This is an optimization exercise on Yosys and OpenROAD, whose aim is small area, a short achievable clock period and few clock cycles per item, not a production implementation. In this exercise RTL edits were held to simulation tests only and were not proved equivalent to the original.

==> inputs of xenon <==
// draw_line
module draw_line (
    input  logic       clk,
    input  logic       rst,           
    input  logic [7:0] start_x_pos,   
    input  logic [6:0] start_y_pos,   
    input  logic [7:0] x_length,      
    input  logic [7:0] y_length,      
    input  logic       start_line,
    output logic       wr_valid,
    output logic [7:0] write_x_pos,
    output logic [6:0] write_y_pos,
    output logic       running
);
==> module draw_line, before the edit <==
module draw_line (
    input  logic       clk,
    input  logic       rst,           
    input  logic [7:0] start_x_pos,   
    input  logic [6:0] start_y_pos,   
    input  logic [7:0] x_length,      
    input  logic [7:0] y_length,      
    input  logic       start_line,
    output logic       wr_valid,
    output logic [7:0] write_x_pos,
    output logic [6:0] write_y_pos,
    output logic       running
);
    logic [7:0] x_reg;
    logic [6:0] y_reg;
    logic       run_reg, wv_reg;
    logic [7:0] xr_reg;       
    logic [7:0] yr_reg;       
    logic       dir_reg;      
    logic [12:0] ideal_reg;
    logic [12:0] slope_reg;   
    logic [7:0] rem_reg;
    logic [3:0] cnt_reg;
    logic [7:0] ymag;
    logic [6:0] lowor;
    always_comb begin
        lowor[0] = y_length[0];
        for (int i = 1; i < 7; i++) lowor[i] = lowor[i-1] | y_length[i];
        ymag[0] = y_length[0];
        for (int i = 1; i < 8; i++) ymag[i] = y_length[i] ^ (y_length[7] & lowor[i-1]);
    end
    logic [8:0] dtry, dsub;
    logic [9:0] dcy;
    logic       qbit;
    always_comb begin
        dtry   = {rem_reg, slope_reg[12]};
        dcy[0] = 1'b1;
        for (int i = 0; i < 9; i++) begin
            logic b;
            b = (i < 8) ? ~xr_reg[i] : 1'b1;
            dsub[i]  = dtry[i] ^ b ^ dcy[i];
            dcy[i+1] = (dtry[i] & b) | (dcy[i] & (dtry[i] ^ b));
        end
        qbit = dcy[9];
    end
    function automatic logic at_ymax(input logic [7:0] yr, input logic [6:0] y, input logic dn);
        logic z7;
        z7 = (yr[6:0] == 7'd0);
        at_ymax = (z7 && !yr[7]) || (dn && (y == 7'd0) && (!yr[7] || z7));
    endfunction
    logic       ex_cur, ey_cur, stop_cur, go, ystep, xstep, iadd, div;
    logic [7:0] x_nxt, xr_nxt, yr_nxt;
    logic [6:0] y_nxt;
    logic [12:0] ideal_sum;
    logic       off_nxt, ex_nxt, ey_nxt;
    assign ex_cur   = (xr_reg == 8'd0);
    assign ey_cur   = at_ymax(yr_reg, y_reg, dir_reg);
    assign stop_cur = !wv_reg || (ex_cur && ey_cur);
    assign div      = (cnt_reg != 4'd0);
    assign go       = run_reg && !stop_cur && !div;
    assign ystep = go && (ex_cur || (y_reg != ideal_reg[12:6]));
    assign xstep = go && !ystep;
    assign iadd  = xstep && !ey_cur;
    always_comb begin
        logic c, b, u, a;
        c = xstep;
        b = xstep;
        for (int i = 0; i < 8; i++) begin
            x_nxt[i]  = x_reg[i] ^ c;
            c         = c & x_reg[i];
            xr_nxt[i] = xr_reg[i] ^ b;
            b         = b & ~xr_reg[i];
        end
        u = ystep;
        b = ystep;
        for (int i = 0; i < 7; i++) begin
            y_nxt[i] = y_reg[i] ^ u;
            u        = u & (y_reg[i] ^ dir_reg);
        end
        for (int i = 0; i < 8; i++) begin
            yr_nxt[i] = yr_reg[i] ^ b;
            b         = b & ~yr_reg[i];
        end
        a = dir_reg & iadd;
        for (int i = 0; i < 13; i++) begin
            logic sb;
            sb = slope_reg[i] & iadd;
            ideal_sum[i] = ideal_reg[i] ^ sb ^ a;
            a = (ideal_reg[i] & sb) | (a & (ideal_reg[i] ^ sb));
        end
    end
    assign off_nxt = (x_nxt > 8'd159) || (y_nxt > 7'd119);
    assign ex_nxt  = (xr_nxt == 8'd0);
    assign ey_nxt  = at_ymax(yr_nxt, y_nxt, dir_reg);
    always_ff @(posedge clk) begin
        x_reg     <= start_line ? start_x_pos : x_nxt;
        y_reg     <= start_line ? start_y_pos : y_nxt;
        xr_reg    <= start_line ? x_length : xr_nxt;
        yr_reg    <= start_line ? ymag : yr_nxt;
        ideal_reg <= start_line ? {start_y_pos, 6'd0} : ideal_sum;
        rem_reg   <= start_line ? {7'd0, ymag[7]} : (qbit ? dsub[7:0] : dtry[7:0]);
        if (start_line) begin
            dir_reg   <= y_length[7];
            slope_reg <= {ymag[6:0], 6'd0};
            cnt_reg   <= 4'd13;
        end else if (div) begin
            cnt_reg   <= cnt_reg - 4'd1;
            slope_reg <= {slope_reg[11:0], qbit ^ dir_reg};
        end
        if (start_line) begin
            run_reg <= 1'b1;
            wv_reg  <= (start_x_pos <= 8'd159) && (start_y_pos <= 7'd119);
        end else if (run_reg && stop_cur) begin
            run_reg <= 1'b0;
            wv_reg  <= 1'b0;
        end else if (go) begin
            run_reg <= !(off_nxt || (ex_nxt && ey_nxt));
            wv_reg  <= !off_nxt;
        end else if (!run_reg) begin
            wv_reg  <= 1'b0;
        end
        if (rst) begin
            run_reg <= 1'b0;
            wv_reg  <= 1'b0;
        end
    end
    assign wr_valid    = wv_reg;
    assign write_x_pos = x_reg;
    assign write_y_pos = y_reg;
    assign running     = run_reg;
endmodule
==> flow/config.mk <==
export PLATFORM = sky130hd
export DESIGN_NAME = draw_line
export DESIGN_NICKNAME = draw_line
export VERILOG_FILES = /design/flow/design.v
export SDC_FILE = /design/flow/constraint.sdc
export NUM_CORES = 4
export LEC_CHECK = 0
export CAP_MARGIN = 20
export CORE_MARGIN = 2
export CORE_UTILIZATION = 40
export SLEW_MARGIN = 20
==> flow/constraint.sdc <==
create_clock -name core_clock -period 29.0 [get_ports {clk}]
set_input_delay 5.8000 -clock core_clock [delete_from_list [all_inputs] [get_ports {clk}]]
set_output_delay 5.8000 -clock core_clock [all_outputs]
set_load 0.01 [all_outputs]
run.sh (not shown) runs the stock make flow with config.mk's settings and CLKGATE_MAP_FILE= SYNTH_SCRIPT=/design/flow/synth_recipe.tcl, a recipe that flattens the netlist after the stock synthesis.
==> amber (differences from xenon) <==
==> flow/flow/run.sh (new file) <==
#!/bin/bash
set -euo pipefail
export BUFFER_PORTS_ARGS="-buffer_cell sky130_fd_sc_hd__buf_2"
export SETUP_SLACK_MARGIN=22.3
bash standard.sh > standard.log 2>&1
==> flow/standard.sh (new file) <==
#!/bin/bash
# synth_recipe.tcl (not shown) runs the flow's synth.tcl, then flattens the netlist and writes it again
# the make line also repeats each setting of config.mk as NAME=value (left out here)
make -C /OpenROAD-flow-scripts/flow DESIGN_CONFIG=/design/flow/config.mk WORK_HOME=/design/flow/orfs CLKGATE_MAP_FILE= SYNTH_SCRIPT=/design/flow/synth_recipe.tcl "${@:-finish}"
removed: flow/run.sh
==> umber (differences from xenon) <==
==> flow/design.v (replaced) <==
module draw_line (
    input  logic       clk,
    input  logic       rst,           
    input  logic [7:0] start_x_pos,   
    input  logic [6:0] start_y_pos,   
    input  logic [7:0] x_length,      
    input  logic [7:0] y_length,      
    input  logic       start_line,
    output logic       wr_valid,
    output logic [7:0] write_x_pos,
    output logic [6:0] write_y_pos,
    output logic       running
);
    logic [7:0] x_reg;
    logic [6:0] y_reg;
    logic       run_reg, wv_reg;
    logic [7:0] xm_reg;       
    logic [6:0] ym_reg;       
    logic       dir_reg;      
    logic       neg_reg;      
    logic       nz_reg;       
    logic [12:0] ideal_reg;
    logic [12:0] slope_reg;   
    logic pv_reg;             
    logic ex_reg, ey_reg;     
    logic [7:0] rem_reg;
    logic [3:0] cnt_reg;
    logic [7:0] ymag;
    logic [6:0] lowor;
    always_comb begin
        lowor[0] = y_length[0];
        for (int i = 1; i < 7; i++) lowor[i] = lowor[i-1] | y_length[i];
        ymag[0] = y_length[0];
        for (int i = 1; i < 8; i++) ymag[i] = y_length[i] ^ (y_length[7] & lowor[i-1]);
    end
    logic in_xz, in_yz, in_off;
    assign in_xz  = (x_length == 8'd0);
    assign in_yz  = (y_length == 8'd0);
    assign in_off = (start_x_pos > 8'd159) || (start_y_pos > 7'd119);
    logic [8:0] dtry;
    logic [8:0] dsub;
    logic       qbit;
    assign dtry = {rem_reg, slope_reg[12]};
    assign dsub = dtry - {1'b0, xm_reg};
    assign qbit = ~dsub[8];
    logic [7:0] xsum, ysum;
    assign xsum = x_reg + xm_reg;
    assign ysum = {1'b0, y_reg} + {dir_reg, ym_reg};
    logic       off_cur, off_nxt, ystep;
    logic [7:0] x_nxt;
    logic [6:0] y_nxt;
    logic [12:0] ideal_nxt;
    logic       ex_nxt, ey_nxt;
    assign off_cur = (x_reg > 8'd159) || (y_reg > 7'd119);
    assign ystep   = nz_reg && (y_reg != ideal_reg[12:6]);
    always_comb begin
        x_nxt     = x_reg;
        y_nxt     = y_reg;
        ideal_nxt = ideal_reg;
        if (ystep) begin
            y_nxt = dir_reg ? y_reg - 7'd1 : y_reg + 7'd1;
        end else begin
            if (!ex_reg) x_nxt = x_reg + 8'd1;
            if (!ey_reg) ideal_nxt = ideal_reg + slope_reg + {12'd0, neg_reg};
        end
    end
    assign off_nxt = (x_nxt > 8'd159) || (y_nxt > 7'd119);
    assign ex_nxt  = (x_nxt == xm_reg);
    assign ey_nxt  = (y_nxt == ym_reg);
    always_ff @(posedge clk) begin
        if (start_line) begin
            x_reg     <= start_x_pos;
            y_reg     <= start_y_pos;
            ideal_reg <= {start_y_pos, 6'd0};
            xm_reg    <= x_length;
            ym_reg    <= y_length[6:0];
            dir_reg   <= y_length[7];
            neg_reg   <= y_length[7] & ~in_xz;
            nz_reg    <= ~in_yz;
            slope_reg <= in_xz ? {5'd0, y_length} : {ymag[6:0], 6'd0};
            rem_reg   <= {7'd0, ymag[7]};
            cnt_reg   <= (in_xz || in_yz) ? 4'd1 : 4'd13;
            pv_reg    <= in_off;
            ex_reg    <= in_xz;
            ey_reg    <= in_yz || (start_y_pos == 7'd0 && y_length[7]);
            run_reg   <= 1'b1;
            wv_reg    <= ~in_off;
        end else if (run_reg) begin
            if (pv_reg || (ex_reg && ey_reg)) begin
                run_reg <= 1'b0;
                wv_reg  <= 1'b0;
            end else if (cnt_reg != 4'd0) begin
                cnt_reg   <= cnt_reg - 4'd1;
                rem_reg   <= qbit ? dsub[7:0] : dtry[7:0];
                slope_reg <= (nz_reg && !ex_reg) ? {slope_reg[11:0], qbit ^ neg_reg} : slope_reg;
                if (cnt_reg == 4'd1) begin
                    xm_reg <= (xsum > 8'd160) ? 8'd160 : xsum;
                    ym_reg <= ysum[7] ? 7'd0 : ysum[6:0];
                end
            end else begin
                x_reg     <= x_nxt;
                y_reg     <= y_nxt;
                ideal_reg <= ideal_nxt;
                pv_reg    <= off_cur;
                ex_reg    <= ex_nxt;
                ey_reg    <= ey_nxt;
                run_reg   <= !(off_cur || (ex_nxt && ey_nxt));
                wv_reg    <= !(off_cur || off_nxt);
            end
        end else begin
            wv_reg <= 1'b0;
        end
        if (rst) begin
            run_reg <= 1'b0;
            wv_reg  <= 1'b0;
        end
    end
    assign wr_valid    = wv_reg;
    assign write_x_pos = x_reg;
    assign write_y_pos = y_reg;
    assign running     = run_reg;
endmodule
==> comparison <==
- Against xenon, the register-to-register slack of umber is higher by 3.6 ns.
- Between xenon and umber, the lower cell count is in xenon (gap 29%, measured against umber).
- In critical path depth, amber and xenon do not differ.
- Routed wire length: umber > amber > xenon.
- The lowest hold slack belongs to amber, the highest to umber.
==> figures <==
Share of Yosys cell area claimed by the top area cell type: xenon 31.3%; amber 31.3%; umber 31.4%
Most used flip-flop cell after synthesis: xenon sky130_fd_sc_hd__dfxtp_1; amber sky130_fd_sc_hd__dfxtp_1; umber sky130_fd_sc_hd__edfxtp_1
First-pass GRT wire length: xenon 14.8 mm; amber 15.1 mm; umber 23.7 mm
Sequential cells: xenon 72; amber 72; umber 76
Detailed Route WL: xenon 8.61 mm; amber 8.91 mm; umber 14.5 mm
Run status: xenon no timing/DRC/antenna violations; amber no timing/DRC/antenna violations; umber no timing/DRC/antenna violations
Clock-pin transition on the worst setup and hold timing paths: xenon 0.08 ns; amber 0.08 ns; umber 0.06 ns
Clock Buffer Count: xenon 10; amber 12; umber 9
Multiplexer fraction of the synthesized cell area: xenon 7.48%; amber 7.48%; umber 3.54%
Ratio of layout area to synthesized area: xenon 1.189x; amber 1.194x; umber 1.168x
Unique masters post-synth: xenon 54; amber 54; umber 56
Testbench counts of xenon, summed over its fixed seeds: cycles 230,894, lines 2,400.
Testbench counts of amber, summed over its fixed seeds: cycles 230,894, lines 2,400.
Testbench counts of umber, summed over its fixed seeds: cycles 235,321, lines 2,400.

[what the ideal ports hide]
The flow's constraints put no driver on any port. The routed layouts listed below were extracted and timed again, unchanged, in two steps. Step 1, drivers: a clkbuf_16 drives clk and a buf_2 each remaining input, both assumed. Step 2 also shifts input and output timing later by t, the mid clock arrival at the registers, as if the neighbouring blocks saw the same clock. Slacks: no drivers / after step 1 / after step 2; pairs: no drivers / after step 1.
run	t (ns)	setup slack, ns	worst setup path at the end
xenon	0.369	21.464 / 21.472 / 21.103	input to register
amber	0.376	21.976 / 21.974 / 21.599	input to register
umber	0.383	21.215 / 21.233 / 20.850	input to register
After both steps every run listed still meets setup and hold. The setup slack of amber, which loses most, moves by -0.002 ns with the drivers and by -0.377 ns with both steps.
